Source: an optimization exercise on an open RTL-to-GDS flow (aim: small area and a short achievable clock period). Production flows keep margins and buffers that such runs may drop. Where RTL was checked, it was by simulation tests only, not by an equivalence proof against the original.

==> lagoon <==
// pipelined_4stage
module pipelined_4stage(clk, rst, imem_addr, imem_data, aluout);
  input         clk;
  input         rst;
  output [4:0]  imem_addr;
  input  [31:0] imem_data;
  output [31:0] aluout;
  reg rst_q, rst_qq;
  always @(posedge clk) begin
    rst_q  <= rst;
    rst_qq <= rst_q;
  end
  wire kill = rst | rst_q | rst_qq;
  reg [4:0] pc;
  always @(posedge clk)
    if (rst) pc <= 5'd0;
    else     pc <= pc + 5'd1;
  assign imem_addr = pc;
  reg  [31:0] wb_res;
  reg  [4:0]  wb_wa;
  reg  [4:0]  ex_wa;
  wire       f_addi = (imem_data[31:26] == 6'b000110);
  wire [4:0] f_rs   = imem_data[25:21];
  wire [4:0] f_rt   = imem_data[20:16];
  wire [4:0] f_wa   = f_addi ? f_rt : imem_data[15:11];
  wire [31:0] f_imm = {{16{imem_data[15]}}, imem_data[15:0]};
  wire f_fa1 = (f_rs == wb_wa);
  wire f_fb1 = (f_rt == wb_wa) & ~f_addi;
  wire [4:0] f_wa2 = kill ? 5'd0 : ex_wa;
  wire f_fa2 = (f_rs == f_wa2);
  wire f_fb2 = (f_rt == f_wa2) & ~f_addi;
  reg [31:0] f_s1, f_s2;
  integer k;
  always @(*)
    for (k = 0; k < 32; k = k + 1) begin
      f_s1[k] = (f_rs == k) & (wb_wa != k);
      f_s2[k] = (f_rt == k) & (wb_wa != k) & ~f_addi;
    end
  wire [31:0] rf_a, rf_b;
  regfile RF (.clk(clk), .rst(rst), .waddr(wb_wa), .wdata(wb_res),
              .sel1(f_s1), .sel2(f_s2), .rdata1(rf_a), .rdata2(rf_b));
  wire [31:0] f_a = rf_a | ({32{f_fa1}} & wb_res);
  wire [31:0] f_b = rf_b | ({32{f_fb1}} & wb_res) | ({32{f_addi}} & f_imm);
  reg [31:0] id_a, id_b;
  reg        id_fa, id_fb;
  reg [2:0]  id_op;
  reg [4:0]  id_wa;
  always @(posedge clk) begin
    id_a  <= f_a;
    id_b  <= f_b;
    id_fa <= f_fa2;
    id_fb <= f_fb2;
    id_op <= imem_data[28:26];
    id_wa <= f_wa;
  end
  wire [31:0] d_a = id_fa ? wb_res : id_a;
  wire [31:0] d_b = id_fb ? wb_res : id_b;
  wire [31:0] d_alu;
  alu_simple AL (.a(d_a), .b(d_b), .op(id_op), .y(d_alu));
  reg [31:0] ex_alu;
  reg        ex_mul;
  always @(posedge clk) begin
    ex_alu <= d_alu;
    ex_mul <= (id_op == 3'd5);
    ex_wa  <= id_wa;
  end
  wire [31:0] prod;
  mulpipe M (.clk(clk), .a(d_a), .b(d_b), .p(prod));
  ...
==> module alu_simple, before the edit <==
module alu_simple (a, b, op, y);
  input  [31:0] a, b;
  input  [2:0]  op;
  output reg [31:0] y;
  wire        sub = (op == 3'd1) | (op == 3'd4);
  wire [32:0] sum = {1'b0, a} + {1'b0, sub ? ~b : b} + {32'd0, sub};
  wire [31:0] x   = a ^ b;
  wire        le  = ~sum[32] | (x == 32'd0);
  always @(*)
    case (op)
      3'd2:    y = a & b;
      3'd3:    y = x;
      3'd4:    y = {31'd0, le};
      3'd7:    y = 32'd0;
      default: y = sum[31:0];
    endcase
endmodule
==> module pipelined_4stage, before the edit <==
module pipelined_4stage(clk, rst, imem_addr, imem_data, aluout);
  input         clk;
  input         rst;
  output [4:0]  imem_addr;
  input  [31:0] imem_data;
  output [31:0] aluout;
  reg rst_q, rst_qq;
  always @(posedge clk) begin
    rst_q  <= rst;
    rst_qq <= rst_q;
  end
  wire kill = rst | rst_q | rst_qq;
  reg [4:0] pc;
  always @(posedge clk)
    if (rst) pc <= 5'd0;
    else     pc <= pc + 5'd1;
  assign imem_addr = pc;
  reg  [31:0] wb_res;
  reg  [4:0]  wb_wa;
  reg  [4:0]  ex_wa;
  wire       f_addi = (imem_data[31:26] == 6'b000110);
  wire [4:0] f_rs   = imem_data[25:21];
  wire [4:0] f_rt   = imem_data[20:16];
  wire [4:0] f_wa   = f_addi ? f_rt : imem_data[15:11];
  wire [31:0] f_imm = {{16{imem_data[15]}}, imem_data[15:0]};
  wire f_fa1 = (f_rs == wb_wa);
  wire f_fb1 = (f_rt == wb_wa) & ~f_addi;
  wire [4:0] f_wa2 = kill ? 5'd0 : ex_wa;
  wire f_fa2 = (f_rs == f_wa2);
  wire f_fb2 = (f_rt == f_wa2) & ~f_addi;
  reg [31:0] f_s1, f_s2;
  integer k;
  always @(*)
    for (k = 0; k < 32; k = k + 1) begin
      f_s1[k] = (f_rs == k) & (wb_wa != k);
      f_s2[k] = (f_rt == k) & (wb_wa != k) & ~f_addi;
    end
  wire [31:0] rf_a, rf_b;
  regfile RF (.clk(clk), .rst(rst), .waddr(wb_wa), .wdata(wb_res),
              .sel1(f_s1), .sel2(f_s2), .rdata1(rf_a), .rdata2(rf_b));
  wire [31:0] f_a = rf_a | ({32{f_fa1}} & wb_res);
  wire [31:0] f_b = rf_b | ({32{f_fb1}} & wb_res) | ({32{f_addi}} & f_imm);
  reg [31:0] id_a, id_b;
  reg        id_fa, id_fb;
  reg [2:0]  id_op;
  reg [4:0]  id_wa;
  always @(posedge clk) begin
    id_a  <= f_a;
    id_b  <= f_b;
    id_fa <= f_fa2;
    id_fb <= f_fb2;
    id_op <= imem_data[28:26];
    id_wa <= f_wa;
  end
  wire [31:0] d_a = id_fa ? wb_res : id_a;
  wire [31:0] d_b = id_fb ? wb_res : id_b;
  wire [31:0] d_alu;
  alu_simple AL (.a(d_a), .b(d_b), .op(id_op), .y(d_alu));
  reg [31:0] ex_alu;
  reg        ex_mul;
  always @(posedge clk) begin
    ex_alu <= d_alu;
    ex_mul <= (id_op == 3'd5);
    ex_wa  <= id_wa;
  end
  wire [31:0] prod;
  mulpipe M (.clk(clk), .a(d_a), .b(d_b), .p(prod));
  wire [31:0] x_res = ex_mul ? prod : ex_alu;
  always @(posedge clk)
    if (kill) begin
      wb_res <= 32'd0; wb_wa <= 5'd0;
    end else begin
      wb_res <= x_res; wb_wa <= ex_wa;
    end
  assign aluout = wb_res;
endmodule
Settings: LEC_CHECK=0, CAP_MARGIN=20, CORE_MARGIN=2, CORE_UTILIZATION=55, SLEW_MARGIN=20, SYNTH_HIERARCHICAL=1, TNS_END_PERCENT=0; clock period 10.0 ns.
standard.sh (not shown) runs the stock make flow with config.mk's settings and CLKGATE_MAP_FILE= SYNTH_SCRIPT=/design/flow/synth_recipe.tcl, a recipe that flattens the netlist after the stock synthesis.
==> flow/flow/run.sh <==
#!/bin/bash
set -euo pipefail
export SETUP_SLACK_MARGIN=6.0
bash standard.sh finish > flow_make.log 2>&1
==> quartz (differences from lagoon) <==
==> flow/flow/run.sh (replaced) <==
#!/bin/bash
set -euo pipefail
export SETUP_SLACK_MARGIN=${MARGIN:-6.5}
bash standard.sh finish > flow_make.log 2>&1
- CORE_UTILIZATION: 55 -> 40
- TNS_END_PERCENT: 0 -> unset
==> zinc (differences from lagoon) <==
--- a/flow/design.v
+++ b/flow/design.v
@@ -23,21 +23,21 @@
   assign rdata1 = t1[32];
   assign rdata2 = t2[32];
 endmodule
-module alu_simple (a, b, op, y);
-  input  [31:0] a, b;
+module exec (a, b, op, prod, y);
+  input  [31:0] a, b, prod;
   input  [2:0]  op;
   output reg [31:0] y;
-  wire        sub = (op == 3'd1) | (op == 3'd4);
-  wire [32:0] sum = {1'b0, a} + {1'b0, sub ? ~b : b} + {32'd0, sub};
-  wire [31:0] x   = a ^ b;
-  wire        le  = ~sum[32] | (x == 32'd0);
+  wire        sub  = (op == 3'd1);
+  wire [31:0] sum  = a + (sub ? ~b : b) + {31'd0, sub};
+  wire        le   = (a <= b);
   always @(*)
     case (op)
-      3'd2:    y = a & b;
-      3'd3:    y = x;
-      3'd4:    y = {31'd0, le};
-      3'd7:    y = 32'd0;
-      default: y = sum[31:0];
+      3'd0, 3'd1, 3'd6: y = sum;
+      3'd2: y = a & b;
+      3'd3: y = a ^ b;
+      3'd4: y = {31'd0, le};
+      3'd5: y = prod;
+      default: y = 32'd0;
     endcase
 endmodule
 module mulpipe (clk, a, b, p);
@@ -1638,18 +1638,18 @@
   end
   wire [31:0] d_a = id_fa ? wb_res : id_a;
   wire [31:0] d_b = id_fb ? wb_res : id_b;
-  wire [31:0] d_alu;
-  alu_simple AL (.a(d_a), .b(d_b), .op(id_op), .y(d_alu));
-  reg [31:0] ex_alu;
-  reg        ex_mul;
+  reg [31:0] ex_a, ex_b;
+  reg [2:0]  ex_op;
   always @(posedge clk) begin
-    ex_alu <= d_alu;
-    ex_mul <= (id_op == 3'd5);
-    ex_wa  <= id_wa;
+    ex_a  <= d_a;
+    ex_b  <= d_b;
+    ex_op <= id_op;
+    ex_wa <= id_wa;
   end
   wire [31:0] prod;
   mulpipe M (.clk(clk), .a(d_a), .b(d_b), .p(prod));
-  wire [31:0] x_res = ex_mul ? prod : ex_alu;
+  wire [31:0] x_res;
+  exec EX (.a(ex_a), .b(ex_b), .op(ex_op), .prod(prod), .y(x_res));
   always @(posedge clk)
     if (kill) begin
       wb_res <= 32'd0; wb_wa <= 5'd0;
==> flow/flow/run.sh (replaced) <==
#!/bin/bash
set -euo pipefail
export SETUP_SLACK_MARGIN=${MARGIN:-6.5}
bash standard.sh finish > flow_make.log 2>&1
- CORE_UTILIZATION: 55 -> 40
- TNS_END_PERCENT: 0 -> unset
==> flow_metrics.tcl <==
set metrics [dict create \
    worst_r2r_startpoint "M.q[53]$_DFF_P_" \
    comb-power_mw 7.07 \
    worstMarginPinSlew_ps 926.2 \
    synthDistinctLibCells 96 \
    power.switching_mw 6.761 \
    outcome "finished clean" \
    startpoint "imem_data[31]" \
]
The numbers above come from zinc.

==> flow_metrics.tcl <==
set metrics [dict create \
    outcome "finished clean" \
    synthDistinctLibCells 97 \
    worstMarginPinSlew_ps 1027 \
    power.switching_mw 7.149 \
    critPathSlowestCell "sky130_fd_sc_hd__or4_1" \
    syn-cell-area_um2 68380 \
    worst_r2r_startpoint "id_fb$_DFF_P_" \
]
The numbers above come from quartz.

==> flow_metrics.tcl <==
set metrics [dict create \
    outcome "finished clean" \
    comb-power_mw 6.35 \
    synthDistinctLibCells 97 \
    startpoint "imem_data[20]" \
    worst_r2r_startpoint "M.q[66]$_DFF_P_" \
    worstMarginPinSlew_ps 1139 \
]
The numbers above come from lagoon.

The RTL of zinc was laid out without a check of its function.

## what the ideal ports hide
No port has a modelled driver above. Below, the same layouts with a new extraction and two added sets of constraints.
Step 1, drivers: a clkbuf_16 drives clk and a buf_2 each remaining input, both assumed.
Step 2 adds t to the input delays and takes it off the output delays; t is the mean of the earliest and latest rising clock arrival at the registers after step 1. Input paths then give back, and output paths get back, about the clock's delay inside the block.
Slacks: ideal ports / drivers / drivers and shift; pairs: ideal ports / drivers.
run | shift t [ns] | setup WS [ns] | worst hold slack (ns) | worst setup path at the end
lagoon | 0.860 | 5.636 / 5.670 / 4.810 | 0.327 / 0.327 / 0.327 | input to register
quartz | 0.865 | 5.814 / 5.872 / 5.006 | 0.327 / 0.327 / 0.327 | input to register
zinc | 0.891 | 5.719 / 5.769 / 4.879 | 0.327 / 0.327 / 0.327 | input to register
After both steps every run listed still meets setup and hold. For zinc, which loses most, drivers alone change the setup slack by +0.050 ns; drivers and shift together by -0.840 ns.
